This design comes from an exercise in tuning for a short achievable clock period and few clock cycles per item on the open sky130 flow, not from production work. Function was not checked in any run shown here: the RTL went through the layout flow alone. Power and IR drop assume default switching activity.

==> flow/design.v <==
module cpu(clk, rst, imem_addr, imem_rdata, dmem_addr, dmem_rdata, dmem_we, dmem_wdata);
  input clk;
  input rst;
  output [9:0] imem_addr;
  input [31:0] imem_rdata;
  output [9:0] dmem_addr;
  input [31:0] dmem_rdata;
  output dmem_we;
  output [31:0] dmem_wdata;
  reg [31:0] RF [1:31];
  reg [31:0] wRes, w2Res;      
  reg [4:0] wDest;             
  reg [4:0] eDest;
  reg eSW, eK;
  wire [4:0] eDestV = eK ? 5'd0 : eDest;
  wire eSWV = eSW & ~eK;
  reg [15:0] bhtH, bhtL;
  integer k;
  reg uV, uInv;
  reg [3:0] uIdx;
  reg [9:0] PC;                 
  reg [9:0] PCn;                
  wire [31:0] fI = imem_rdata;
  wire fJ = fI[31:26] == 6'd2;
  wire fBr = fI[31:27] == 5'b00010;
  wire fInv = bhtH[PCn[3:0]];   
  wire fPT = fBr & (fI[15] ^ fInv);
  wire [9:0] fPC1 = PCn;
  wire [9:0] fBT, fBT1, fPC2, fJT1;
  add10c u_fbt(.a(PCn), .b(fI[9:0]), .ci(1'b0), .s(fBT));
  add10c u_fbt1(.a(PCn), .b(fI[9:0]), .ci(1'b1), .s(fBT1));
  add10c u_pc2(.a(PCn), .b(10'd0), .ci(1'b1), .s(fPC2));
  add10c u_jt1(.a(fI[9:0]), .b(10'd0), .ci(1'b1), .s(fJT1));
  wire [9:0] fNext0 = fJ ? fI[9:0] : fBr & fI[15] ? fBT : fPC1;
  wire [9:0] fNext1 = fJ ? fI[9:0] : fBr & ~fI[15] ? fBT : fPC1;
  wire [9:0] fNext = fInv ? fNext1 : fNext0;
  wire [9:0] fNextP0 = fJ ? fJT1 : fBr & fI[15] ? fBT1 : fPC2;
  wire [9:0] fNextP1 = fJ ? fJT1 : fBr & ~fI[15] ? fBT1 : fPC2;
  wire [9:0] fNextP = fInv ? fNextP1 : fNextP0;
  wire [9:0] fAlt = fInv ^ fI[15] ? fPC1 : fBT;
  wire [4:0] fRs = fI[25:21], fRt = fI[20:16];
  wire [31:0] fA0 = fRs[2:0] == 3'd0 ? 32'd0 : RF[{2'd0, fRs[2:0]}];
  wire [31:0] fA1 = RF[{2'd1, fRs[2:0]}], fA2 = RF[{2'd2, fRs[2:0]}], fA3 = RF[{2'd3, fRs[2:0]}];
  wire [31:0] fB0 = fRt[2:0] == 3'd0 ? 32'd0 : RF[{2'd0, fRt[2:0]}];
  wire [31:0] fB1 = RF[{2'd1, fRt[2:0]}], fB2 = RF[{2'd2, fRt[2:0]}], fB3 = RF[{2'd3, fRt[2:0]}];
  reg [31:0] dI;
  reg [31:0] dA0, dA1, dA2v, dA3v, dB0, dB1, dB2v, dB3v;
  reg dV, dPT, dA2, dA3, dB2, dB3;
  reg [3:0] gA, gB;            
  reg dStall;                  
  reg [9:0] dAlt, dAlt1;       
  reg [9:0] dPCn, dPCn1;       
  reg [3:0] dIdx;
  wire [5:0] dOp = dI[31:26], dFn = dI[5:0];
  wire [4:0] dRs = dI[25:21], dRt = dI[20:16], dRd = dI[15:11];
  wire dR = dOp == 6'd0;
  wire dSLL = dR & dFn == 6'd0, dSRL = dR & dFn == 6'd2, dADD = dR & dFn == 6'd32,
       dSUB = dR & dFn == 6'd34, dAND = dR & dFn == 6'd36, dOR = dR & dFn == 6'd37,
       dNOR = dR & dFn == 6'd39;
  wire dADDI = dOp == 6'd8, dANDI = dOp == 6'd12, dORI = dOp == 6'd13,
       dLW = dOp == 6'd35, dSW = dOp == 6'd43, dBEQ = dOp == 6'd4, dBNE = dOp == 6'd5;
  wire dRW = dSLL | dSRL | dADD | dSUB | dAND | dOR | dNOR;
  wire dIW = dADDI | dANDI | dORI | dLW;
  wire [4:0] dDest = dRW ? dRd : dIW ? dRt : 5'd0;
  wire dImm = dADDI | dANDI | dORI;
  wire [31:0] dSimm = {{16{dI[15]}}, dI[15:0]};
  wire [31:0] dA = ({32{gA[0]}} & dA0) | ({32{gA[1]}} & dA1) | ({32{gA[2]}} & dA2v) | ({32{gA[3]}} & dA3v);
  wire [31:0] dB = ({32{gB[0]}} & dB0) | ({32{gB[1]}} & dB1) | ({32{gB[2]}} & dB2v) | ({32{gB[3]}} & dB3v);
  wire [31:0] dAv = dA2 ? wRes : dA3 ? w2Res : dA;
  wire [31:0] dBv = dB2 ? wRes : dB3 ? w2Res : dB;
  wire [9:0] dAddr;
  add10c u_addr(.a(dAv[9:0]), .b(dI[11:2]), .ci(1'b0), .s(dAddr));
  wire dMA = eDestV != 5'd0 & eDestV == dRs;
  wire dMB = eDestV != 5'd0 & eDestV == dRt;
  wire dGo = dV & ~dStall;
  wire fLW = fI[31:26] == 6'd35, fMem = fLW | fI[31:26] == 6'd43;
  wire fStall = (fMem & dGo & dDest != 5'd0 & dDest == fRs) | (fLW & dGo & dSW);
  reg eBeq, eBne, ePT, eSt;
  reg [3:0] eIdx;
  reg [9:0] eAlt, eAlt1, eAddr, mAddr;
  reg [31:0] eA, eB, eO2, eO2n;  
  reg [3:0] eL1, eL2, eR1, eR2;
  reg eL3, eR3;
  reg sAdd, sSub, sAnd, sOr, sNor, sLw;
  reg eZok, eZsh;              
  reg [31:0] eZm;              
  reg sWe;
  reg [31:0] sData;
  wire [31:0] shl1 = ({32{eL1[0]}} & eB) | ({32{eL1[1]}} & {eB[30:0], 1'b0})
                   | ({32{eL1[2]}} & {eB[29:0], 2'b0}) | ({32{eL1[3]}} & {eB[28:0], 3'b0});
  wire [31:0] shl2 = ({32{eL2[0]}} & shl1) | ({32{eL2[1]}} & {shl1[27:0], 4'b0})
                   | ({32{eL2[2]}} & {shl1[23:0], 8'b0}) | ({32{eL2[3]}} & {shl1[19:0], 12'b0});
  wire [31:0] shl = eL3 ? {shl2[15:0], 16'b0} : shl2;
  wire [31:0] shr1 = ({32{eR1[0]}} & eB) | ({32{eR1[1]}} & {1'b0, eB[31:1]})
                   | ({32{eR1[2]}} & {2'b0, eB[31:2]}) | ({32{eR1[3]}} & {3'b0, eB[31:3]});
  wire [31:0] shr2 = ({32{eR2[0]}} & shr1) | ({32{eR2[1]}} & {4'b0, shr1[31:4]})
                   | ({32{eR2[2]}} & {8'b0, shr1[31:8]}) | ({32{eR2[3]}} & {12'b0, shr1[31:12]});
  wire [31:0] shr = eR3 ? {16'b0, shr2[31:16]} : shr2;
  wire [31:0] sum = eA + eO2;
  wire [32:0] difx = {eA, 1'b1} + {eO2n, 1'b1};
  wire [31:0] dif = difx[32:1];
  wire [31:0] res = ({32{sAdd}} & sum) | ({32{sSub}} & dif) | ({32{sAnd}} & (eA & eO2)) | ({32{sOr}} & (eA | eO2))
                  | ({32{sNor}} & ~(eA | eO2)) | shl | shr | ({32{sLw}} & dmem_rdata);
  wire eEq = eA == eB;
  wire eBr = ~eK & (eBeq | eBne);
  wire eTaken = eBeq ? eEq : ~eEq;
  wire eMis = eBr & (eTaken ^ ePT);
  wire [31:0] eZv = eZsh ? eB & eZm : ({32{sAnd}} & (eA & eO2)) | ({32{sOr}} & (eA | eO2))
                                      | ({32{sNor}} & ~(eA | eO2));
  wire eZ = eZv == 32'd0;
  wire [4:0] dX = dRs == 5'd0 ? dRt : dRs;
  wire dEarly = dV & (dBEQ | dBNE) & ((dRs == 5'd0) ^ (dRt == 5'd0)) & eZok & eDestV == dX;
  wire dTakenE = dBEQ ? eZ : ~eZ;
  wire dMisE = dEarly & (dTakenE ^ dPT);
  wire [31:0] nA = dMA ? res : dAv;
  wire [31:0] nB = dMB ? res : dBv;
  assign imem_addr = PC;
  assign dmem_addr = mAddr;
  assign dmem_we = sWe;
  assign dmem_wdata = sData;
  always @(posedge clk) begin
    if(rst) begin
      PC <= 10'd0;
      PCn <= 10'd1;
      dV <= 1'b0;
      bhtH <= 16'd0;
      bhtL <= 16'd0;
      uV <= 1'b0;
      eDest <= 5'd0;
      eSW <= 1'b0;
      eBeq <= 1'b0;
      eBne <= 1'b0;
      eK <= 1'b0;
      dStall <= 1'b0;
      wDest <= 5'd0;
      sWe <= 1'b0;
    end else begin
      if(eMis) begin
        PC <= eAlt;
        PCn <= eAlt1;
        dV <= 1'b0;
      end else if(dMisE) begin
        PC <= dAlt;
        PCn <= dAlt1;
        dV <= 1'b0;
      end else if(~dStall) begin
        PC <= fNext;
        PCn <= fNextP;
        dV <= 1'b1;
      end else begin
        PC <= dPCn;
        PCn <= dPCn1;
      end
      for(k = 0; k < 16; k = k + 1)
        if(uV & uIdx == k) begin
          bhtH[k] <= uInv ? bhtH[k] | bhtL[k] : bhtH[k] & bhtL[k];
          bhtL[k] <= uInv ? ~bhtL[k] | bhtH[k] : ~bhtL[k] & bhtH[k];
        end
      uV <= eBr;
      eDest <= dGo ? dDest : 5'd0;
      eSW <= dGo & dSW;
      eBeq <= dGo & dBEQ;
      eBne <= dGo & dBNE;
      eK <= eMis;
      dStall <= ~eMis & ~dStall & fStall;
      wDest <= eDestV;
      sWe <= eSWV;
    end
    uIdx <= eIdx;
    uInv <= eTaken ^ eSt;
    if(~dStall) begin
      dI <= fI;
      dPT <= fPT;
      dAlt <= fAlt;
      dAlt1 <= fInv ^ fI[15] ? fPC2 : fBT1;
      dPCn <= PCn;
      dPCn1 <= fPC2;
      dIdx <= PCn[3:0];
      gA <= 4'd1 << fI[25:24];
      gB <= 4'd1 << fI[20:19];
      dA0 <= fA0; dA1 <= fA1; dA2v <= fA2; dA3v <= fA3;
      dB0 <= fB0; dB1 <= fB1; dB2v <= fB2; dB3v <= fB3;
      dA2 <= eDestV != 5'd0 & eDestV == fRs;
      dB2 <= eDestV != 5'd0 & eDestV == fRt;
      dA3 <= wDest != 5'd0 & wDest == fRs;
      dB3 <= wDest != 5'd0 & wDest == fRt;
    end else begin
      dA0 <= dAv; dA1 <= dAv; dA2v <= dAv; dA3v <= dAv;
      dB0 <= dBv; dB1 <= dBv; dB2v <= dBv; dB3v <= dBv;
      dA2 <= dMA;
      dB2 <= dMB;
      dA3 <= 1'b0;
      dB3 <= 1'b0;
    end
    ePT <= dPT ^ dMisE;
    eSt <= dI[15];
    eIdx <= dIdx;
    eAlt <= dAlt;
    eAlt1 <= dAlt1;
    eAddr <= dAddr;
    mAddr <= eSWV ? eAddr : dAddr;
    eA <= nA;
    eB <= nB;
    eO2 <= dImm ? dSimm : nB;
    eO2n <= ~nB;
    eL1 <= {4{dSLL}} & (4'd1 << dI[7:6]);
    eL2 <= {4{dSLL}} & (4'd1 << dI[9:8]);
    eL3 <= dSLL & dI[10];
    eR1 <= {4{dSRL}} & (4'd1 << dI[7:6]);
    eR2 <= {4{dSRL}} & (4'd1 << dI[9:8]);
    eR3 <= dSRL & dI[10];
    sAdd <= dADD | dADDI;
    sSub <= dSUB;
    sAnd <= dAND | dANDI;
    sOr <= dOR | dORI;
    sNor <= dNOR;
    sLw <= dLW;
    eZok <= dSLL | dSRL | dAND | dANDI | dOR | dORI | dNOR;
    eZsh <= dSLL | dSRL;
    eZm <= dSLL ? 32'hffffffff >> dI[10:6] : 32'hffffffff << dI[10:6];
    sData <= eB;
    wRes <= res;
    w2Res <= wRes;
    if(wDest != 5'd0) RF[wDest] <= wRes;
  end
endmodule
module add10c(a, b, ci, s);
  input [9:0] a, b;
  input ci;
  output [9:0] s;
  wire [10:0] x = {a, 1'b1} + {b, ci};
  assign s = x[10:1];
endmodule
==> flow/flow/run.sh <==
#!/bin/bash
# The standard layout (standard.sh) with these changes:
# - synthesis leaves Yosys's adders to ABC instead of mapping them to the
#   library's full/half-adder cells, and ABC maps for delay (structural choices, then its classic
#   mapper; flow/abc.script) instead of ORFS's speed script;
set -o pipefail
export ADDER_MAP_FILE=
export MY_ABC_SCRIPT=$PWD/flow/abc.script
# The standard flow's synthesis script with the ABC script replaced
{ head -n 1 synth_recipe.tcl
  cat <<'EOT'
proc abc {args} {
  set i [lsearch -exact $args -script]
  if {$i >= 0} { set args [lreplace $args $i [expr {$i + 1}] -script $::env(MY_ABC_SCRIPT)] }
  yosys abc {*}$args
}
EOT
  tail -n +2 synth_recipe.tcl; } > flow_synth.tcl
bash standard.sh SYNTH_SCRIPT=$PWD/flow_synth.tcl SETUP_SLACK_MARGIN=5 finish 2>&1 | tee standard.log
==> flow/flow/abc.script <==
strash
dch
map -D 300
buffer -c
topo
stime -c
upsize -c
dnsize -c
==> flow/standard.sh <==
#!/bin/bash
# synth_recipe.tcl (not shown) runs the flow's synth.tcl, then flattens the netlist and writes it again
# the make line also repeats each setting of config.mk as NAME=value (left out here)
make -C /OpenROAD-flow-scripts/flow DESIGN_CONFIG=/design/flow/config.mk WORK_HOME=/design/flow/orfs CLKGATE_MAP_FILE= SYNTH_SCRIPT=/design/flow/synth_recipe.tcl "${@:-finish}"
==> flow/config.mk <==
export PLATFORM = sky130hd
export DESIGN_NAME = cpu
export DESIGN_NICKNAME = cpu
export VERILOG_FILES = /design/flow/design.v
export SDC_FILE = /design/flow/constraint.sdc
export NUM_CORES = 8
export LEC_CHECK = 0
export CAP_MARGIN = 20
export CORE_MARGIN = 2
export CORE_UTILIZATION = 50
export CTS_CLUSTER_DIAMETER = 100
export CTS_CLUSTER_SIZE = 20
export SETUP_SLACK_MARGIN = 5
export SLEW_MARGIN = 20
export SYNTH_HIERARCHICAL = 1
==> flow/constraint.sdc <==
create_clock -name core_clock -period 7.5 [get_ports {clk}]
set_input_delay 1.5000 -clock core_clock [delete_from_list [all_inputs] [get_ports {clk}]]
set_output_delay 1.5000 -clock core_clock [all_outputs]
set_load 0.01 [all_outputs]
==> metrics.yaml, run 1 <==
layout_min_cycle_time_ns: 2.794
row_count: 151
synth-edff-count: 1073
cp-startpoint: "PC[0]$_SDFF_PP0_"
final.setup_skew_ns: 0.06128
crit_type: "register to output pin"
tns_ns: 0
hold_buffers: 0
slew-limit-headroom_pct: 19.79
final_cells: 11980
hold_violations: 0
initial_core_util_pct: 50.38
wl_um: 391000
numCtsBuffers: 100
nNetsFinal: 9735
fp.dieH_um: 417.5
crit_path_cell_trace: "buf_6"
drtAntennaViolNets: 0
hold_class: "register to register"
clockRootBuffer: "clkbuf_16"
numPlacedInstances: 11390
slew_violations: 0
tightestPinTransition_ns: 1.203
regToRegStartpoint: "eZsh$_DFF_P_"
fmax_mhz: 357.9
holdWs_ns: 0.3288
cp-end-kind: "output pin"
wl_per_cell_um: 32.64
netlist_area_um2: 85470
cts.sinks: 1736
cp.buffers_inverters: 1
cp.arrival_ns: 1.29
cts_max_path_buffers: 3
die-area_um2: 174300
status: "complete, no violations"
dp_hpwl_um: 218000
io_pins: 119
yosysWarnings: 7
num_vias: 83130
p_per_area_nw_per_um2: 228.2
async_reset_ff_share_pct: 0
largest_reg_flops: 992
clk_latency_ns: 0.82
dominantRegCellSynth: "edfxtp_1"
track_usage_pct: 42.03
portBuffers: 118
power.leakage_nw: 36.88
rsz0062_at_grt: "yes"
antenna_found_initial: 17
grt_start_max_net_pins: 160
drc: 0
worstPathRequired_ns: 6.00
dr.first_iter.drc_count: 13690
gr-total-overflow: 0
synth.avg_cell_area_um2: 9.025
peakVddDrop_mv: 0.2510
cp_max_fo: 1
grt_pass1_vias: 76080
coreArea_um2: 169700
cts_max_level: 3
synthToLayoutAreaGrowth_pct: 18.76
grt_pass1_wl_um: 534600
crit_family: "flip-flops"
crit_path_start_kind: "register"
vias_per_cell: 6.940
path_clk_slew_ns: 0.09
synth_cell_types: 89
fp.dieW_um: 417.5
yosysSeqAreaShare_pct: 53.23
drive_gt1_share_pct: 19.82
min_period_over_period_pct: 37.25
drt_first_pass_iters: 10
synth_cells: 9471
tritoncts: "yes"
gp_congestion: 0.9989
crit_slowest_cell: "dfxtp_4"
setup_viol_count_final: 0
synth_seq_cells: 1736
slowest_delay_ns: 0.37
min_from: "eIdx[1]$_DFF_P_"
cap_viol_max_count: 0
regMostFlops: "RF"
worst paths after layout:
check	slack, ns	endpoint	cells after the start
max	4.71	imem_addr[0]	1
min	0.33	uIdx[1]$_DFF_P_	0
max reg2reg	4.79	PCn[7]$_SDFF_PP0_	14
min reg2reg	0.33	uIdx[1]$_DFF_P_	0
modules after synthesis (local to each module, per instance):
module	copies in the design	cells	cell area (um^2)
add10c	5	105	646.9
cpu	1	8946	82240
placed cells by master (no fill, tap or decap), types with 267 or more instances in the layout:
cell type / netlist / routed
inv_1: 506 / 462
buf_4: 12 / 334
edfxtp_1: 1073 / 1073
o21ai_1: 31 / 563
o21ai_0: 1228 / 650
o221ai_1: 460 / 419
a21oi_1: 349 / 267
nand2_1: 1086 / 994
dfxtp_1: 663 / 545
nor2_1: 1522 / 1390
synth_stat cells (11+ instances only):
| cell | instances | share of area (%) |
|---|---|---|
| a211oi_1 | 33 | 0.29 |
| a21oi_1 | 349 | 2.0 |
| a21oi_2 | 16 | 0.16 |
| a221oi_1 | 23 | 0.24 |
| a22oi_1 | 222 | 1.9 |
| a311oi_1 | 11 | 0.11 |
| a31o_2 | 149 | 1.5 |
| a31oi_1 | 98 | 0.72 |
| and2_1 | 23 | 0.17 |
| buf_1 | 32 | 0.14 |
| buf_2 | 47 | 0.28 |
| buf_4 | 12 | 0.11 |
| clkbuf_1 | 533 | 2.3 |
| dfxtp_1 | 663 | 16 |
| edfxtp_1 | 1073 | 38 |
| inv_1 | 506 | 2.2 |
| inv_2 | 30 | 0.13 |
| nand2_1 | 1086 | 4.8 |
| nand2_2 | 22 | 0.16 |
| nand3_1 | 285 | 1.7 |
| nand3b_1 | 11 | 0.097 |
| nand4_1 | 217 | 1.6 |
| nor2_1 | 1522 | 6.7 |
| nor2_2 | 41 | 0.30 |
| nor2_4 | 11 | 0.14 |
| nor3_1 | 46 | 0.27 |
| o2111ai_1 | 28 | 0.29 |
| o211ai_1 | 91 | 0.80 |
| o21a_1 | 15 | 0.13 |
| o21ai_0 | 1228 | 7.2 |
| o21ai_1 | 31 | 0.18 |
| o21ai_2 | 14 | 0.14 |
| o21bai_1 | 21 | 0.18 |
| o221ai_1 | 460 | 4.7 |
| o22ai_1 | 206 | 1.5 |
| o31ai_1 | 12 | 0.11 |
| o32ai_1 | 24 | 0.25 |
| or2_2 | 49 | 0.36 |
| xnor2_1 | 19 | 0.19 |
| xor2_1 | 50 | 0.51 |
logic make-up (layout without fill, tap and decap cells):
group,Yosys count,after routing,synth area share (%)
AND/OR/NAND/NOR,3351,3360,16.63
AO/OA/AOI/OAI,3129,3130,23.96
flip-flops,1736,1736,53.23
buffers and inverters,1178,1392,5.384
XOR/XNOR,71,71,0.7451
multiplexers,4,4,0.04831
other,2,67,0.008786
where the power goes:
| group | internal (mW) | switching, mW | leakage [nW] | total [mW] |
|---|---|---|---|---|
| clock network | 2.62 | 3.40 | 1.44 | 6.02 |
| logic | 2.06 | 3.82 | 19.6 | 5.89 |
| registers | 10.7 | 0.570 | 15.8 | 11.3 |
| total | 15.4 | 7.79 | 36.9 | 23.2 |
layout make-up:
type	instances	area (um^2)
fill	14400	68150
multi-input combinational	6626	39970
timing repair inverter	11	97.59
clock inverter	16	267.8
tap	2218	2775
antenna	6	15.01
clock buffer	171	2779
timing repair buffer	650	7567
inverter	544	2276
sequential	1736	45770
timing repair:
item	in CTS	in global routing
setup buffers	160	174
gates cloned	37	27
hold endpoints to repair	0	0
endpoints found under the setup margin	949	449
pin swaps	120	216
resized for setup	1046	570
per-layer routing:
metal	wire length [um]	part of all wire, %	GRT usage [%]	vias up
li1	-	-	-	35040
met1	145200	37	57.14	40200
met2	166000	42	62.24	6494
met3	54130	14	9.846	1370
met4	25500	6.5	22.63	26
met5	172	0.044	0	-
through the flow:
step | area (um^2) | utilization, % | total power, mW | worst slack, ns
floorplan | 87470 | - | 14.41 | 4.673
detailed placement | 88830 | 52.36 | 16.00 | 2.958
CTS | 96980 | 57.16 | 22.33 | 4.653
finish | 101500 | 59.83 | 23.17 | 4.706
global placement | 88830 | 52.36 | 15.96 | 2.960
global route | 101500 | 59.82 | 23.85 | 4.677
==> run 2, diff against run 1 <==
--- a/flow/config.mk
+++ b/flow/config.mk
@@ -7,7 +7,7 @@
 export LEC_CHECK = 0
 export CAP_MARGIN = 20
 export CORE_MARGIN = 2
-export CORE_UTILIZATION = 50
+export CORE_UTILIZATION = 55
 export CTS_CLUSTER_DIAMETER = 100
 export CTS_CLUSTER_SIZE = 20
 export SETUP_SLACK_MARGIN = 5
==> metrics.yaml, run 2 <==
status: "complete, no violations"
reg2reg_depth: 12
hold_violations: 0
slowest_delay_ns: 0.42
cp_max_fo: 6
crit_type: "register to register"
tritoncts: "yes"
synth_top_area_share_pct: 37.70
antenna_found_initial: 18
grt_pass1_vias: 76690
synthToLayoutAreaGrowth_pct: 17.88
slew-limit-headroom_pct: 22.02
synth_compound_gate_area_share_pct: 23.96
wl_per_cell_um: 32.16
rr_endpoint: "PC[8]$_SDFF_PP0_"
async_reset_ff_share_pct: 0
drtAntennaViolNets: 0
hold-path-endpoint: "uIdx[0]$_DFF_P_"
final_util_pct: 65.33
holdWs_ns: 0.3314
peakVddDrop_mv: 0.2495
regToRegStartpoint: "eA[23]$_DFF_P_"
synth-edff-count: 1073
min_from: "eIdx[0]$_DFF_P_"
crit_path_start_kind: "register"
synth.avg_cell_area_um2: 9.025
r2r_slack_ns: 4.74
grt_pass1_wl_um: 524300
regMostFlops: "RF"
crit_family: "simple AND/OR/NAND/NOR gates"
final.setup_skew_ns: 0.08801
cts.sinks: 1736
synthXorXnorAreaFrac_pct: 0.7451
cp.buffers_inverters: 2
netlist_area_um2: 85470
gp_congestion: 1.017
drive_gt1_share_pct: 19.61
synth_adder_area_share_pct: 0
coreArea_um2: 154200
fp.dieH_um: 398.2
portBuffers: 118
synth.most_common_cell: "nor2_1"
min_period_over_period_pct: 36.79
tns_ns: 0
row_count: 144
rsz0062_at_grt: "yes"
synth_seq_cells: 1736
wl_um: 379100
fp.dieW_um: 398.2
crit_top_cell: "nand4_1"
gr-total-overflow: 0
yosysTopAreaCell: "edfxtp_1"
yosysWarnings: 7
power.leakage_nw: 36.62
yosys.area_share.simple_pct: 16.63
yosysSeqAreaShare_pct: 53.23
synthMuxAreaShare_pct: 0.04831
hold_class: "register to register"
synth_area_leaders: "edfxtp_1 38%, dfxtp_1 16%, o21ai_0 7.2%"
tightestPinTransition_ns: 1.170
final_common_cell: "nor2_1"
cp-end-kind: "register"
clk_latency_ns: 0.80
fill_cells: 12390
track_usage_pct: 45.13
worstPathRequired_ns: 8.20
path_clk_slew_ns: 0.09
dominantRegCellSynth: "edfxtp_1"
synth_cell_types: 89
num_vias: 83680
crit_slowest_cell: "dfxtp_4"
layout_min_cycle_time_ns: 2.759
drc: 0
cts_max_level: 3
synth_top_family_by_area: "compound AO/OA/AOI/OAI gates"
cap_viol_max_count: 0
vias_per_cell: 7.098
nNetsFinal: 9721
cts_max_path_buffers: 3
crit_path_cell_trace: "buf_8, o21ai_2, o2111a_1, nand4_1, o22ai_4, nand4_1, nand2_4, buf_12, nand2_8, nand2_8, nand4_1, nand3_1"
dr.first_iter.drc_count: 14680
setup_viol_count_final: 0
grt_start_max_net_pins: 149
synth_cells: 9471
register_area_um2: 45800
drt_first_pass_iters: 10
largest_reg_flops: 992
die-area_um2: 158600
io_pins: 119
final_cell_mix: "1387 x nor2_1, 1073 x edfxtp_1, 993 x nand2_1"
p_per_area_nw_per_um2: 229.5
initial_core_util_pct: 55.42
dp_hpwl_um: 211400
cp.arrival_ns: 3.46
clockRootBuffer: "clkbuf_16"
cp-startpoint: "eA[23]$_DFF_P_"
synth_top_cells_by_count: "1522 x nor2_1, 1228 x o21ai_0, 1086 x nand2_1"
multi_input_area_um2: 39870
slew_violations: 0
fmax_mhz: 362.4
numCtsBuffers: 101
whs_path_depth: 0
==> run 2: where the power goes <==
group / switching [mW] / internal, mW
registers: 0.597 / 10.7
clock network: 3.40 / 2.63
logic: 3.78 / 2.02
==> run 2: kinds of logic after synthesis <==
| group | after synthesis |
|---|---|
| AOI/OAI and AO/OA | 3129 |
| DFF | 1736 |
| muxes | 4 |
| other | 2 |
| and+or+nand+nor | 3351 |
| xor gates and xnor gates | 71 |
| buffers and inverters | 1178 |
==> run 2: worst reg2reg max path, cell delays in order (launching register included) <==
cell,delay [ns]
dfxtp_4,0.42
buf_8,0.17
o21ai_2,0.19
o2111a_1,0.21
nand4_1,0.27
o22ai_4,0.31
nand4_1,0.30
nand2_4,0.24
buf_12,0.13
nand2_8,0.10
nand2_8,0.14
nand4_1,0.10
nand3_1,0.09
==> run 2: area by class of cell <==
class	count	share of cell area (%)
inverters	544	2.292
multi-input cells	6625	39.57
flip-flops and latches	1736	45.45
diodes	7	0.01739
repair inverters	10	0.1056
repair buffers	637	6.948
clock buffers	171	2.790
well taps	2044	2.538
clock inverters	15	0.2831
==> run 2: timing repair <==
action                     in CTS  in global routing
pin swaps                     140                220
buffers inserted              167                181
gates resized for setup      1006                579
cloned                         33                 15
setup endpoints to repair     919                517
hold buffers                    0                  0
==> run 2: how the worst max path moves through the flow <==
stage          depth (start not counted)                 to
3_3_place_gp                          10  PCn[0]$_SDFF_PP1_
5_1_grt                                1       imem_addr[2]
6_report                              12   PC[8]$_SDFF_PP0_
2_1_floorplan                         12   PC[7]$_SDFF_PP0_
3_5_place_dp                          10  PCn[0]$_SDFF_PP1_
4_1_cts                                1       imem_addr[0]
==> run 2: through the flow <==
step	worst slack, ns	instance area, um^2	instances	power, mW
final	4.741	100800	11790	23.13
after global routing	4.731	100700	11780	23.76
after CTS	4.715	96610	11590	22.29
after detailed placement	3.012	88520	11200	15.95
after global placement	3.112	88520	11200	15.90
after floorplan	4.673	87470	9530	14.41
==> run 2: metal layers <==
layer | vias to the layer above | routed length (um) | global-route usage [%] | share of wire (%)
li1 | 34970 | - | - | -
met1 | 39890 | 135800 | 60.29 | 36
met2 | 7241 | 157700 | 64.40 | 42
met3 | 1562 | 57950 | 13.39 | 15
met4 | 22 | 27470 | 27.76 | 7.2
met5 | - | 203 | 0 | 0.054
==> run 2: modules after synthesis, one instance, submodules excluded <==
module	cell area, um^2	flops+latches	copies in the design
cpu	82240	1736	1
add10c	646.9	0	5
==> run 3, diff against run 2 <==
--- a/flow/config.mk
+++ b/flow/config.mk
@@ -7,7 +7,7 @@
 export LEC_CHECK = 0
 export CAP_MARGIN = 20
 export CORE_MARGIN = 2
-export CORE_UTILIZATION = 55
+export CORE_UTILIZATION = 45
 export CTS_CLUSTER_DIAMETER = 100
 export CTS_CLUSTER_SIZE = 20
 export SETUP_SLACK_MARGIN = 5
==> metrics.yaml, run 3 <==
status: "complete, no violations"
nNetsFinal: 9734
synth_cell_types: 89
hold_violations: 0
grt.busiest_layer: "met2"
grt_pass1_wl_um: 539400
tightestPinTransition_ns: 1.162
cap_viol_max_count: 0
dr.first_iter.drc_count: 12240
dominantRegCellSynth: "edfxtp_1"
cp_max_fo: 1
yosysSeqAreaShare_pct: 53.23
row_count: 159
grt_util_met1_pct: 51.71
slowest_delay_ns: 0.37
final.setup_skew_ns: 0.04132
wl_per_cell_um: 32.21
synth.avg_cell_area_um2: 9.025
synth_top_area_share_pct: 37.70
cts_max_level: 3
worstPathRequired_ns: 6.00
cts_max_path_buffers: 3
cp.arrival_ns: 1.28
fill_cells: 16830
synth.most_common_cell: "nor2_1"
die-area_um2: 193400
register_area_um2: 45840
fp.dieH_um: 439.8
coreArea_um2: 188200
cp.buffers_inverters: 1
synth-edff-count: 1073
clockRootBuffer: "clkbuf_16"
track_usage_pct: 38.29
antenna_found_initial: 9
largest_reg_flops: 992
hold_class: "register to register"
met3_usage_pct: 9.808
crit_type: "register to output pin"
holdWs_ns: 0.3394
crit_family: "flip-flops"
synth_cells: 9471
crit_slowest_cell: "dfxtp_4"
slew_violations: 0
drc: 0
fmax_mhz: 359.4
rsz0062_at_grt: "yes"
slew-limit-headroom_pct: 22.37
numCtsBuffers: 100
portBuffers: 118
initial_core_util_pct: 45.42
wl_um: 394700
r2r_slack_ns: 4.80
cts.sinks: 1736
layout_min_cycle_time_ns: 2.783
async_reset_ff_share_pct: 0
min_period_over_period_pct: 37.10
synth_top_cells_by_count: "1522 x nor2_1, 1228 x o21ai_0, 1086 x nand2_1"
fp.dieW_um: 439.8
synth_seq_cells: 1736
io_pins: 119
regMostFlops: "RF"
synth_area_leaders: "edfxtp_1 38%, dfxtp_1 16%, o21ai_0 7.2%"
final_cell_mix: "1384 x nor2_1, 1073 x edfxtp_1, 980 x nand2_1"
yosysWarnings: 7
drive_gt1_share_pct: 20.62
crit_path_cell_trace: "buf_6"
netlist_area_um2: 85470
power.leakage_nw: 36.85
setup_viol_count_final: 0
crit_path_start_kind: "register"
gr-total-overflow: 0
gp_congestion: 1.017
cp-end-kind: "output pin"
clk_latency_ns: 0.81
vias_per_cell: 6.761
synthToLayoutAreaGrowth_pct: 19.39
num_vias: 82830
dp_hpwl_um: 219800
path_clk_slew_ns: 0.09
tritoncts: "yes"
tns_ns: 0
p_per_area_nw_per_um2: 229.0
drt_first_pass_iters: 7
peakVddDrop_mv: 0.2010
yosysTopAreaCell: "edfxtp_1"
met2_usage_pct: 56.34
grt_start_max_net_pins: 145
grt_pass1_vias: 75570
final_common_cell: "nor2_1"
multi_input_area_um2: 40310
drtAntennaViolNets: 0
[run 3: cell counts after synthesis]
No cell type changed its count.
[run 3: kinds of logic after synthesis]
logic type / after synthesis / share of synthesized area [%]
AOI/OAI and AO/OA: 3129 / 23.96
xor gates and xnor gates: 71 / 0.7451
buffers and inverters: 1178 / 5.384
DFF: 1736 / 53.23
muxes: 4 / 0.04831
other: 2 / 0.008786
and+or+nand+nor: 3351 / 16.63
[run 3: routing by layer]
| layer | up-vias | share of wire [%] |
|---|---|---|
| met5 | - | 0.044 |
| met4 | 12 | 6.6 |
| met3 | 1288 | 13 |
| met2 | 6058 | 42 |
| met1 | 40440 | 38 |
| li1 | 35040 | - |
[run 3: Yosys stat by module (local to each module, per instance)]
module  times used  area [um^2]
cpu              1        82240
add10c           5        646.9
[run 3: worst paths after layout]
check             cells after the start                end        startpoint
setup / recovery                      1       imem_addr[0]  PC[0]$_SDFF_PP0_
hold / removal                        0    uIdx[1]$_DFF_P_   eIdx[1]$_DFF_P_
setup reg to reg                     10  PCn[0]$_SDFF_PP1_      eZsh$_DFF_P_
hold reg to reg                       0    uIdx[1]$_DFF_P_   eIdx[1]$_DFF_P_
[run 3: layout make-up]
class                   count  area share (%)
diodes                      7         0.01717
clock buffers             171           2.775
repair buffers            651           7.173
repair inverters           10         0.09319
flip-flops and latches   1736           44.92
multi-input cells        6625           39.51
well taps                2495           3.059
clock inverters            13          0.1815
inverters                 544           2.277
[run 3: report_power, final]
part | internal (mW) | leakage (nW) | switching (mW) | total (mW)
clock network | 2.62 | 1.43 | 3.38 | 6.00
logic | 2.16 | 19.6 | 3.94 | 6.10
registers | 10.7 | 15.8 | 0.569 | 11.3
[run 3: worst reg2reg max path, cell delays in order, from the launching register on]
cell	delay [ns]
dfxtp_4	0.44
clkinvlp_4	0.20
a221oi_2	0.22
nand4_1	0.26
o22ai_4	0.34
nand4_1	0.33
nand2_4	0.25
nand2_8	0.13
buf_6	0.16
o2bb2ai_2	0.11
a31oi_1	0.18
[run 3: what timing repair did]
action / CTS / global route
cloned: 36 / 24
hold endpoints to repair: 0 / 0
pin swaps: 119 / 266
buffers inserted: 156 / 195
endpoints found under the setup margin: 1053 / 414
gates resized for setup: 1027 / 683
hold buffers: 0 / 0
[run 3: per-stage QoR]
stage | instances | setup WS, ns | util (%) | power, mW | instance area, um^2
6_report | 12250 | 4.717 | 54.22 | 23.37 | 102000
3_3_place_gp | 11650 | 3.007 | 47.33 | 16.01 | 89070
5_1_grt | 12250 | 4.675 | 54.21 | 24.09 | 102000
3_5_place_dp | 11650 | 2.927 | 47.36 | 16.04 | 89140
4_1_cts | 12030 | 4.670 | 51.57 | 22.43 | 97050
2_1_floorplan | 9530 | 4.673 | - | 14.41 | 87470
==> run 4, diff against run 3 <==
--- a/flow/config.mk
+++ b/flow/config.mk
@@ -7,9 +7,9 @@
 export LEC_CHECK = 0
 export CAP_MARGIN = 20
 export CORE_MARGIN = 2
-export CORE_UTILIZATION = 45
-export CTS_CLUSTER_DIAMETER = 100
-export CTS_CLUSTER_SIZE = 20
+export CORE_UTILIZATION = 55
+export CTS_CLUSTER_DIAMETER = 120
+export CTS_CLUSTER_SIZE = 25
 export SETUP_SLACK_MARGIN = 5
 export SLEW_MARGIN = 20
 export SYNTH_HIERARCHICAL = 1
==> metrics.yaml, run 4 <==
synth_cells: 9471
num_vias: 83550
status: "complete, no violations"
drt_first_pass_iters: 8
hold_violations: 0
crit_slowest_cell: "dfxtp_2"
clkPwrFrac_pct: 24.4
io_pins: 119
hold_class: "register to register"
slew-limit-headroom_pct: 25.51
power_mw: 22.55
tritoncts: "yes"
crit_type: "register to output pin"
grt_pass1_vias: 76490
synth.avg_cell_area_um2: 9.025
final_common_cell: "nor2_1"
synth_compound_gate_area_share_pct: 23.96
yosysWarnings: 7
dr.first_iter.drc_count: 14370
numCtsBuffers: 83
die-area_um2: 158600
dp_hpwl_um: 211400
crit_path_start_kind: "register"
nNetsFinal: 9680
track_usage_pct: 45.20
gp_congestion: 1.017
wl_per_cell_um: 32.18
crit_cells: 1
gr-total-overflow: 0
synth_seq_cells: 1736
cp_max_fo: 1
holdWs_ns: 0.3106
synth_top_area_share_pct: 37.70
final_cell_mix: "1398 x nor2_1, 1073 x edfxtp_1, 1003 x nand2_1"
synth_adder_area_share_pct: 0
yosysTopAreaCell: "edfxtp_1"
p_sw_mw: 7.649
crit_family: "flip-flops"
synthMuxAreaShare_pct: 0.04831
initial_core_util_pct: 55.42
fmax_mhz: 360.7
reg2reg_depth: 11
largest_reg_flops: 992
layout_min_cycle_time_ns: 2.773
synth_top_family_by_area: "compound AO/OA/AOI/OAI gates"
cap_viol_max_count: 0
async_reset_ff_share_pct: 0
cp-end-kind: "output pin"
p_seq_share_pct: 50.1
portBuffers: 118
cts_max_level: 3
crit_path_cell_trace: "buf_6"
row_count: 144
tightestPinTransition_ns: 1.117
final.setup_skew_ns: 0.07251
grt_pass1_wl_um: 525000
p_int_mw: 14.90
path_clk_slew_ns: 0.11
cts_max_path_buffers: 3
yosys.area_share.simple_pct: 16.63
yosysSeqAreaShare_pct: 53.23
cts.sinks: 1736
synth-edff-count: 1073
cp.buffers_inverters: 1
drive_gt1_share_pct: 18.67
drtAntennaViolNets: 0
p_per_area_nw_per_um2: 226.6
slowest_delay_ns: 0.38
synthToLayoutAreaGrowth_pct: 16.44
synth_cell_types: 89
slew_violations: 0
antenna_found_initial: 19
whs_path_depth: 0
synth.most_common_cell: "nor2_1"
cp.arrival_ns: 1.27
regMostFlops: "RF"
synth_top_cells_by_count: "1522 x nor2_1, 1228 x o21ai_0, 1086 x nand2_1"
worstPathRequired_ns: 6.00
netlist_area_um2: 85470
coreArea_um2: 154200
min_from: "eIdx[0]$_DFF_P_"
power_frac_comb_pct: 25.5
min_period_over_period_pct: 36.97
fp.dieH_um: 398.2
swShare_pct: 33.92
setup_viol_count_final: 0
clockRootBuffer: "clkbuf_16"
clk_latency_ns: 0.80
rsz0062_at_grt: "yes"
vias_per_cell: 7.119
peakVddDrop_mv: 0.2126
dominantRegCellSynth: "edfxtp_1"
synthXorXnorAreaFrac_pct: 0.7451
fp.dieW_um: 398.2
tns_ns: 0
drc: 0
cp-startpoint: "PC[0]$_SDFF_PP0_"
grt_start_max_net_pins: 149
wl_um: 377600
power.leakage_nw: 36.09
synth_area_leaders: "edfxtp_1 38%, dfxtp_1 16%, o21ai_0 7.2%"
regToRegStartpoint: "sOr$_DFF_P_"
==> run 4: cell types whose count changed in the layout (fill, tap and decap cells not counted), sizes merged, moves of 2 or more <==
cell,before,now
clkbuf,194,150
buf,566,542
inv,530,539
clkinvlp,26,21
diode,7,10
bufbuf,14,12
clkdlybuf4s50,41,43
dlygate4sd2,4,6
dlymetal6s2s,2,0
nand2,1115,1113
==> run 4: power by group through the flow <==
| stage | registers [mW] | clock network (mW) | logic [mW] |
|---|---|---|---|
| after floorplan | 11.2 | 0 | 3.22 |
| after CTS | 11.2 | 5.46 | 5.00 |
| after global routing | 11.3 | 5.77 | 6.07 |
| after detailed placement | 11.4 | 0 | 4.53 |
| final | 11.3 | 5.51 | 5.76 |
| after global placement | 11.4 | 0 | 4.49 |
==> run 4: Yosys stat by module (local to each module, per instance) <==
module | area (um^2) | flops+latches | cells inside | copies in the design
cpu | 82240 | 1736 | 8946 | 1
add10c | 646.9 | 0 | 105 | 5
==> run 4: metal layers <==
layer | global-route usage, % | part of all wire, %
met5 | 0 | 0.040
met4 | 26.82 | 7.2
met3 | 12.23 | 15
met2 | 65.17 | 42
met1 | 60.97 | 36
==> run 4: stage by stage <==
stage | util [%] | cells | setup WS (ns) | area [um^2]
final | 64.53 | 11740 | 4.727 | 99520
after global placement | 57.39 | 11200 | 3.112 | 88520
after global routing | 64.51 | 11730 | 4.711 | 99500
after floorplan | - | 9530 | 4.673 | 87470
after CTS | 62.04 | 11540 | 4.703 | 95690
after detailed placement | 57.40 | 11200 | 3.012 | 88520
==> run 4: area by class of cell <==
type,count,area (um^2)
clock buffer,138,2305
timing repair buffer,616,6739
multi-input combinational,6622,39440
clock inverter,15,281.5
fill,12580,54710
tap,2044,2557
antenna,10,25.02
timing repair inverter,11,102.6
inverter,544,2291
sequential,1736,45780
==> run 4: timing repair <==
item | CTS | global route
gates cloned | 31 | 12
hold buffers | 0 | 0
endpoints found under the setup margin | 953 | 570
pin swaps | 119 | 197
resized for setup | 965 | 515
buffers inserted | 156 | 174
endpoints found under the hold margin | 0 | 0
==> run 4: kinds of logic (layout without fill, tap and decap cells) <==
group                  Yosys count  in the layout
multiplexers                     4              4
buffers and inverters         1178           1324
AND/OR/NAND/NOR               3351           3356
other                            2             71
XOR/XNOR                        71             71
AO/OA/AOI/OAI                 3129           3130
flip-flops                    1736           1736
==> run 4: final timing paths <==
kind | slack (ns) | endpoint
min | 0.31 | uIdx[0]$_DFF_P_
max | 4.73 | imem_addr[0]
min reg2reg | 0.31 | uIdx[0]$_DFF_P_
max reg2reg | 4.78 | PCn[0]$_SDFF_PP1_
==> run 4: worst register-to-register path: stages (launching register included) <==
cell	delay [ns]
dfxtp_4	0.41
buf_4	0.19
o21ai_1	0.14
o2111a_1	0.22
nand4_1	0.29
o22ai_4	0.34
nand4_1	0.30
nand2_4	0.21
nand2_8	0.11
buf_12	0.17
o2bb2ai_2	0.11
a31oi_1	0.16
==> run 5, diff against run 4 <==
--- a/flow/design.v
+++ b/flow/design.v
@@ -14,30 +14,22 @@
   reg eSW, eK;
   wire [4:0] eDestV = eK ? 5'd0 : eDest;
   wire eSWV = eSW & ~eK;
-  reg [15:0] bhtH, bhtL;
   integer k;
-  reg uV, uInv;
-  reg [3:0] uIdx;
   reg [9:0] PC;                 
   reg [9:0] PCn;                
   wire [31:0] fI = imem_rdata;
   wire fJ = fI[31:26] == 6'd2;
   wire fBr = fI[31:27] == 5'b00010;
-  wire fInv = bhtH[PCn[3:0]];   
-  wire fPT = fBr & (fI[15] ^ fInv);
+  wire fPT = fBr & fI[15];
   wire [9:0] fPC1 = PCn;
   wire [9:0] fBT, fBT1, fPC2, fJT1;
   add10c u_fbt(.a(PCn), .b(fI[9:0]), .ci(1'b0), .s(fBT));
   add10c u_fbt1(.a(PCn), .b(fI[9:0]), .ci(1'b1), .s(fBT1));
   add10c u_pc2(.a(PCn), .b(10'd0), .ci(1'b1), .s(fPC2));
   add10c u_jt1(.a(fI[9:0]), .b(10'd0), .ci(1'b1), .s(fJT1));
-  wire [9:0] fNext0 = fJ ? fI[9:0] : fBr & fI[15] ? fBT : fPC1;
-  wire [9:0] fNext1 = fJ ? fI[9:0] : fBr & ~fI[15] ? fBT : fPC1;
-  wire [9:0] fNext = fInv ? fNext1 : fNext0;
-  wire [9:0] fNextP0 = fJ ? fJT1 : fBr & fI[15] ? fBT1 : fPC2;
-  wire [9:0] fNextP1 = fJ ? fJT1 : fBr & ~fI[15] ? fBT1 : fPC2;
-  wire [9:0] fNextP = fInv ? fNextP1 : fNextP0;
-  wire [9:0] fAlt = fInv ^ fI[15] ? fPC1 : fBT;
+  wire [9:0] fNext = fJ ? fI[9:0] : fPT ? fBT : fPC1;
+  wire [9:0] fNextP = fJ ? fJT1 : fPT ? fBT1 : fPC2;
+  wire [9:0] fAlt = fI[15] ? fPC1 : fBT;
   wire [4:0] fRs = fI[25:21], fRt = fI[20:16];
   wire [31:0] fA0 = fRs[2:0] == 3'd0 ? 32'd0 : RF[{2'd0, fRs[2:0]}];
   wire [31:0] fA1 = RF[{2'd1, fRs[2:0]}], fA2 = RF[{2'd2, fRs[2:0]}], fA3 = RF[{2'd3, fRs[2:0]}];
@@ -50,7 +42,6 @@
   reg dStall;                  
   reg [9:0] dAlt, dAlt1;       
   reg [9:0] dPCn, dPCn1;       
-  reg [3:0] dIdx;
   wire [5:0] dOp = dI[31:26], dFn = dI[5:0];
   wire [4:0] dRs = dI[25:21], dRt = dI[20:16], dRd = dI[15:11];
   wire dR = dOp == 6'd0;
@@ -75,8 +66,7 @@
   wire dGo = dV & ~dStall;
   wire fLW = fI[31:26] == 6'd35, fMem = fLW | fI[31:26] == 6'd43;
   wire fStall = (fMem & dGo & dDest != 5'd0 & dDest == fRs) | (fLW & dGo & dSW);
-  reg eBeq, eBne, ePT, eSt;
-  reg [3:0] eIdx;
+  reg eBeq, eBne, ePT;
   reg [9:0] eAlt, eAlt1, eAddr, mAddr;
   reg [31:0] eA, eB, eO2, eO2n;  
   reg [3:0] eL1, eL2, eR1, eR2;
@@ -123,9 +113,6 @@
       PC <= 10'd0;
       PCn <= 10'd1;
       dV <= 1'b0;
-      bhtH <= 16'd0;
-      bhtL <= 16'd0;
-      uV <= 1'b0;
       eDest <= 5'd0;
       eSW <= 1'b0;
       eBeq <= 1'b0;
@@ -151,12 +138,6 @@
         PC <= dPCn;
         PCn <= dPCn1;
       end
-      for(k = 0; k < 16; k = k + 1)
-        if(uV & uIdx == k) begin
-          bhtH[k] <= uInv ? bhtH[k] | bhtL[k] : bhtH[k] & bhtL[k];
-          bhtL[k] <= uInv ? ~bhtL[k] | bhtH[k] : ~bhtL[k] & bhtH[k];
-        end
-      uV <= eBr;
       eDest <= dGo ? dDest : 5'd0;
       eSW <= dGo & dSW;
       eBeq <= dGo & dBEQ;
@@ -166,16 +147,13 @@
       wDest <= eDestV;
       sWe <= eSWV;
     end
-    uIdx <= eIdx;
-    uInv <= eTaken ^ eSt;
     if(~dStall) begin
       dI <= fI;
       dPT <= fPT;
       dAlt <= fAlt;
-      dAlt1 <= fInv ^ fI[15] ? fPC2 : fBT1;
+      dAlt1 <= fI[15] ? fPC2 : fBT1;
       dPCn <= PCn;
       dPCn1 <= fPC2;
-      dIdx <= PCn[3:0];
       gA <= 4'd1 << fI[25:24];
       gB <= 4'd1 << fI[20:19];
       dA0 <= fA0; dA1 <= fA1; dA2v <= fA2; dA3v <= fA3;
@@ -193,8 +171,6 @@
       dB3 <= 1'b0;
     end
     ePT <= dPT ^ dMisE;
-    eSt <= dI[15];
-    eIdx <= dIdx;
     eAlt <= dAlt;
     eAlt1 <= dAlt1;
     eAddr <= dAddr;
==> metrics.yaml, run 5 <==
cp.arrival_ns: 1.25
yosysWarnings: 7
fp.dieW_um: 393.6
design_area_um2: 97830
register_area_um2: 44880
hold_violations: 0
io_pins: 119
cts_max_path_buffers: 3
dominantRegCellSynth: "edfxtp_1"
crit_path_start_kind: "register"
nNetsFinal: 9383
p_int_mw: 14.08
row_count: 142
gr-total-overflow: 0
tightestPinTransition_ns: 1.173
dp_hpwl_um: 210600
cts.sinks: 1693
power.leakage_nw: 35.21
synth_top_cells_by_count: "1567 x nor2_1, 1185 x o21ai_0, 1073 x edfxtp_1"
num_vias: 82270
power_frac_comb_pct: 22.9
placed_area_um2: 86500
synthToLayoutAreaGrowth_pct: 17.21
clk_latency_ns: 0.78
portBuffers: 118
cp_max_fo: 1
clockRootBuffer: "clkbuf_16"
multi_input_area_um2: 38600
layout_min_cycle_time_ns: 2.747
yosysSeqAreaShare_pct: 53.47
p_per_area_nw_per_um2: 213.7
drive_gt1_share_pct: 19.42
slew_violations: 0
wl_per_cell_um: 33.47
drt_first_pass_iters: 8
status: "complete, no violations"
p_sw_mw: 6.824
async_reset_ff_share_pct: 0
tritoncts: "yes"
yosysTopAreaCell: "edfxtp_1"
antenna_found_initial: 23
slowest_delay_ns: 0.38
tns_ns: 0
wl_um: 382000
drtAntennaViolNets: 0
synth_area_leaders: "edfxtp_1 39%, dfxtp_1 15%, o21ai_0 7.1%"
grt_start_max_net_pins: 195
worstPathRequired_ns: 6.00
synth_cells: 9183
grt_pass1_wl_um: 519500
crit_family: "flip-flops"
path_clk_slew_ns: 0.11
min_period_over_period_pct: 36.63
drc: 0
rsz0062_at_grt: "yes"
cp.buffers_inverters: 1
gp_congestion: 1.034
fp.dieH_um: 393.6
swShare_pct: 32.64
final_common_cell: "nor2_1"
synth.avg_cell_area_um2: 9.089
hold_class: "register to register"
synth_top_area_share_pct: 38.60
fill_cells: 12170
setup_viol_count_final: 0
netlist_area_um2: 83470
numCtsBuffers: 79
peakVddDrop_mv: 0.2579
grt_pass1_vias: 74800
initial_core_util_pct: 55.53
largest_reg_flops: 992
cp-end-kind: "output pin"
synth_cell_types: 88
synth.most_common_cell: "nor2_1"
crit_type: "register to output pin"
cts_max_level: 3
regMostFlops: "RF"
synth-edff-count: 1073
slew-limit-headroom_pct: 21.81
p_seq_share_pct: 52.1
fmax_mhz: 364.0
crit_slowest_cell: "dfxtp_2"
coreArea_um2: 150300
cap_viol_max_count: 0
dr.first_iter.drc_count: 14980
vias_per_cell: 7.209
die-area_um2: 154900
final_cell_mix: "1425 x nor2_1, 1073 x edfxtp_1, 941 x nand2_1"
crit_path_cell_trace: "buf_6"
clkPwrFrac_pct: 25.0
track_usage_pct: 45.66
synth_seq_cells: 1693
final.setup_skew_ns: 0.06608
## run 5: final cells by class
cell class,instances,area share (%)
diodes,14,0.03581
repair inverters,13,0.1343
clock buffers,133,2.228
inverters,501,2.247
multi-input cells,6424,39.45
flip-flops and latches,1693,45.88
clock inverters,13,0.2315
repair buffers,605,7.214
well taps,2016,2.578
## run 5: per-module statistics from Yosys, one instance, submodules excluded
module | flip-flops and latches | cell area [um^2]
add10c | 0 | 646.9
cpu | 1693 | 80230
## run 5: logic make-up after synthesis
family / count (synthesis) / synth area share [%]
AO/OA/AOI/OAI: 3010 / 23.88
XOR/XNOR: 73 / 0.8110
flip-flops: 1693 / 53.47
AND/OR/NAND/NOR: 3276 / 16.52
other: 2 / 0.008998
buffers and inverters: 1128 / 5.295
multiplexers: 1 / 0.01199
## run 5: worst paths after layout
path	from	to	slack, ns	cells past startpoint
setup / recovery	PC[0]$_SDFF_PP0_	imem_addr[0]	4.75	1
hold reg to reg	dAlt1[2]$_DFFE_PN_	eAlt1[2]$_DFF_P_	0.38	0
hold / removal	dAlt1[2]$_DFFE_PN_	eAlt1[2]$_DFF_P_	0.38	0
setup reg to reg	eB[21]$_DFF_P_	PCn[4]$_SDFF_PP0_	4.78	12
## run 5: stage by stage
step                      util (%)  cells  setup slack (ns)  total power, mW  hold slack (ns)
final                        65.09  11410             4.753            20.90           0.3770
after global placement       57.55  10890             2.898            14.68           0.3458
after global routing         65.07  11400             4.730            21.41           0.3883
after CTS                    62.17  11210             4.725            20.10           0.3735
after detailed placement     57.55  10890             2.900            14.72           0.3538
after floorplan                  -   9242             4.740            13.32           0.3258
## run 5: per-layer routing
layer,track usage (%),vias to the layer above,part of all wire [%]
met5,0.09236,-,0.046
met4,30.57,18,8.5
met1,59.97,38960,35
met2,64.80,7634,41
li1,-,33780,-
met3,14.14,1879,16
## run 5: power by group through the flow
stage | Clock [mW] | Sequential [mW] | Combinational (mW)
floorplan | 0 | 10.8 | 2.53
global placement | 0 | 11.0 | 3.66
detailed placement | 0 | 11.0 | 3.69
CTS | 5.18 | 10.8 | 4.08
global route | 5.49 | 10.9 | 5.00
finish | 5.22 | 10.9 | 4.79
## run 5: timing repair
action                                   CTS  global route
cloned                                    32            23
endpoints found under the setup margin  1016           543
buffers inserted                         143           164
hold buffers                               0             0
resized for setup                        941           607
pin swaps                                 95           225
==> run 6, diff against run 5 <==
--- a/flow/config.mk
+++ b/flow/config.mk
@@ -7,7 +7,7 @@
 export LEC_CHECK = 0
 export CAP_MARGIN = 20
 export CORE_MARGIN = 2
-export CORE_UTILIZATION = 55
+export CORE_UTILIZATION = 50
 export CTS_CLUSTER_DIAMETER = 120
 export CTS_CLUSTER_SIZE = 25
 export SETUP_SLACK_MARGIN = 5
==> metrics.yaml, run 6 <==
synth_adder_area_share_pct: 0
drc: 0
synth_compound_gate_area_share_pct: 23.88
layout_min_cycle_time_ns: 2.821
gr-total-overflow: 0
r2r_slack_ns: 4.68
nNetsFinal: 9414
crit_type: "register to register"
coreArea_um2: 165400
synth_top_area_share_pct: 38.60
cp-end-kind: "register"
yosysSeqAreaShare_pct: 53.47
rr_endpoint: "PC[0]$_SDFF_PP0_"
place_ws_ns: 3.223
die-area_um2: 170200
dp_hpwl_um: 217100
io_pins: 119
async_reset_ff_share_pct: 0
hold_buffers: 0
cap_viol_max_count: 0
path_clk_slew_ns: 0.11
synth_cell_types: 88
synth_seq_cells: 1693
drtAntennaViolNets: 0
numCtsBuffers: 80
dr.first_iter.drc_count: 13730
setup_viol_count_final: 0
cp.arrival_ns: 3.50
hold_class: "register to register"
fill_cells: 14140
cp_max_fo: 10
track_usage_pct: 43.49
rsz0062_at_grt: "yes"
synth.most_common_cell: "nor2_1"
final_cells: 11620
peakVddDrop_mv: 0.2012
clk_latency_ns: 0.77
num_vias: 81580
final_common_cell: "nor2_1"
row_count: 149
power.leakage_nw: 35.39
cts.sinks: 1693
wl_per_cell_um: 33.71
placed_area_um2: 86860
netlist_area_um2: 83470
endpoint: "PC[0]$_SDFF_PP0_"
vias_per_cell: 7.022
synth_cells: 9183
yosysTopAreaCell: "edfxtp_1"
p_per_area_nw_per_um2: 214.6
wl_um: 391600
synthXorXnorAreaFrac_pct: 0.8110
regToRegStartpoint: "eA[21]$_DFF_P_"
worstPathRequired_ns: 8.18
drive_gt1_share_pct: 19.55
crit_path_start_kind: "register"
tns_ns: 0
slew_violations: 0
cts_max_level: 3
slew-limit-headroom_pct: 20.14
cts_max_path_buffers: 3
regMostFlops: "RF"
synthToLayoutAreaGrowth_pct: 17.73
design_area_um2: 98260
initial_core_util_pct: 50.47
antenna_found_initial: 18
synth_area_leaders: "edfxtp_1 39%, dfxtp_1 15%, o21ai_0 7.1%"
portBuffers: 118
yosysWarnings: 7
status: "complete, no violations"
min_period_over_period_pct: 37.61
synthMuxAreaShare_pct: 0.01199
final_util_pct: 59.42
synth_top_cells_by_count: "1567 x nor2_1, 1185 x o21ai_0, 1073 x edfxtp_1"
gp_congestion: 1.028
fp.dieW_um: 412.6
clockRootBuffer: "clkbuf_16"
numPlacedInstances: 11080
synth.avg_cell_area_um2: 9.089
synth_top_family_by_area: "compound AO/OA/AOI/OAI gates"
tightestPinTransition_ns: 1.196
largest_reg_flops: 992
fin_ws_ns: 4.679
grt_pass1_wl_um: 536100
fmax_mhz: 354.5
power_mw: 21.08
synth-edff-count: 1073
tritoncts: "yes"
hold_violations: 0
reg2reg_depth: 13
fp.dieH_um: 412.6
grt_start_max_net_pins: 152
yosys.area_share.simple_pct: 16.52
cp-startpoint: "eA[21]$_DFF_P_"
dominantRegCellSynth: "edfxtp_1"
holdWs_ns: 0.3765
grt_pass1_vias: 73990
final.setup_skew_ns: 0.05157
min_from: "dAlt1[8]$_DFFE_PN_"
final_cell_mix: "1435 x nor2_1, 1073 x edfxtp_1, 943 x nand2_1"
drt_first_pass_iters: 9
[run 6: cell counts after synthesis]
No cell type changed its count.
[run 6: final cells by class]
class	instances	area, um^2	area share [%]
diodes	14	35.03	0.03565
clock buffers	136	2233	2.273
clock inverters	13	249.0	0.2534
inverters	501	2217	2.256
multi-input cells	6421	38460	39.14
flip-flops and latches	1693	44890	45.69
well taps	2189	2739	2.787
repair buffers	640	7338	7.468
repair inverters	11	98.84	0.1006
[run 6: worst max-delay path, cell delays in order (launching register included)]
cell and delay, ns:
dfxtp_1 0.34, buf_6 0.23, inv_1 0.11, nand2_1 0.19, nand4_1 0.13, nor3_1 0.19, nand4_1 0.33, o21ai_4 0.38
a31oi_4 0.15, a21oi_4 0.23, buf_6 0.17, buf_16 0.14, o21ai_1 0.06, o22ai_1 0.09
[run 6: timing repair]
item                        CTS  global route
pin swaps                   125           216
setup endpoints to repair  1155           574
gates resized for setup     978           564
gates cloned                 34            19
setup buffers               158           161
[run 6: per-module statistics from Yosys (local to each module, per instance)]
module,copies in the design,cell area (um^2),cells inside,flops+latches
cpu,1,80230,8658,1693
add10c,5,646.9,105,0
[run 6: how the worst min path moves through the flow]
stage	to	slack (ns)	cells past startpoint
6_report	eAlt1[8]$_DFF_P_	0.38	0
5_1_grt	eAlt1[8]$_DFF_P_	0.39	0
4_1_cts	eAlt[7]$_DFF_P_	0.37	0
3_5_place_dp	eAlt[9]$_DFF_P_	0.35	0
3_3_place_gp	eAlt[8]$_DFF_P_	0.35	0
2_1_floorplan	sData[13]$_DFF_P_	0.33	0
[run 6: power breakdown]
| group | total (mW) | leakage [nW] | switching [mW] | internal (mW) |
|---|---|---|---|---|
| Clock | 5.37 | 1.17 | 3.22 | 2.15 |
| Sequential | 10.9 | 15.3 | 0.556 | 10.4 |
| Combinational | 4.81 | 18.9 | 3.15 | 1.65 |
[run 6: cell families after synthesis]
logic type / count (synthesis)
buf+inv: 1128
mux: 1
xor+xnor: 73
compound gates: 3010
flops: 1693
simple gates: 3276
other cells: 2
[run 6: routing by layer]
metal	wire [um]	global-route usage [%]	share of wire, %
met5	137	0	0.035
met4	28980	26.06	7.4
met3	56310	11.78	14
met2	161300	62.27	41
met1	144900	58.79	37

## separate check: timing with driven ports
Ports are ideal in the flow. The routed layouts listed here were re-timed in OpenROAD.
Step 1 sets driving cells, clkbuf_16 on the clock port and buf_2 on the other inputs (assumed; they add their load-dependent delay and slew).
Step 2 moves the port delays by t, midway between the first and last clock arrival at a register: inputs arrive t later, outputs are due t later. That takes back most of the time a late clock gives input paths.
Three values: ideal ports, drivers, drivers and shift; two values: the first two.
run | shift t [ns] | slack for setup (ns) | hold slack, ns | worst setup path after step 2 | clock arrival spread, ns
run 1 | 0.876 | 4.706 / 4.621 / 3.979 | 0.329 / 0.329 / 0.329 | input to register | 0.064 / 0.064
run 2 | 0.847 | 4.741 / 4.665 / 3.933 | 0.331 / 0.331 / 0.331 | input to register | 0.092 / 0.092
run 3 | 0.880 | 4.717 / 4.625 / 3.793 | 0.339 / 0.339 / 0.339 | input to register | 0.048 / 0.048
run 4 | 0.847 | 4.727 / 4.641 / 3.940 | 0.311 / 0.311 / 0.311 | input to register | 0.073 / 0.072
run 5 | 0.837 | 4.753 / 4.664 / 3.902 | 0.377 / 0.377 / 0.377 | input to register | 0.067 / 0.067
run 6 | 0.835 | 4.679 / 4.675 / 3.955 | 0.377 / 0.377 / 0.377 | input to register | 0.053 / 0.053
After both steps setup and hold are still met in every run listed. For run 3, which loses most, drivers alone change the setup slack by -0.092 ns; drivers and shift together by -0.924 ns.
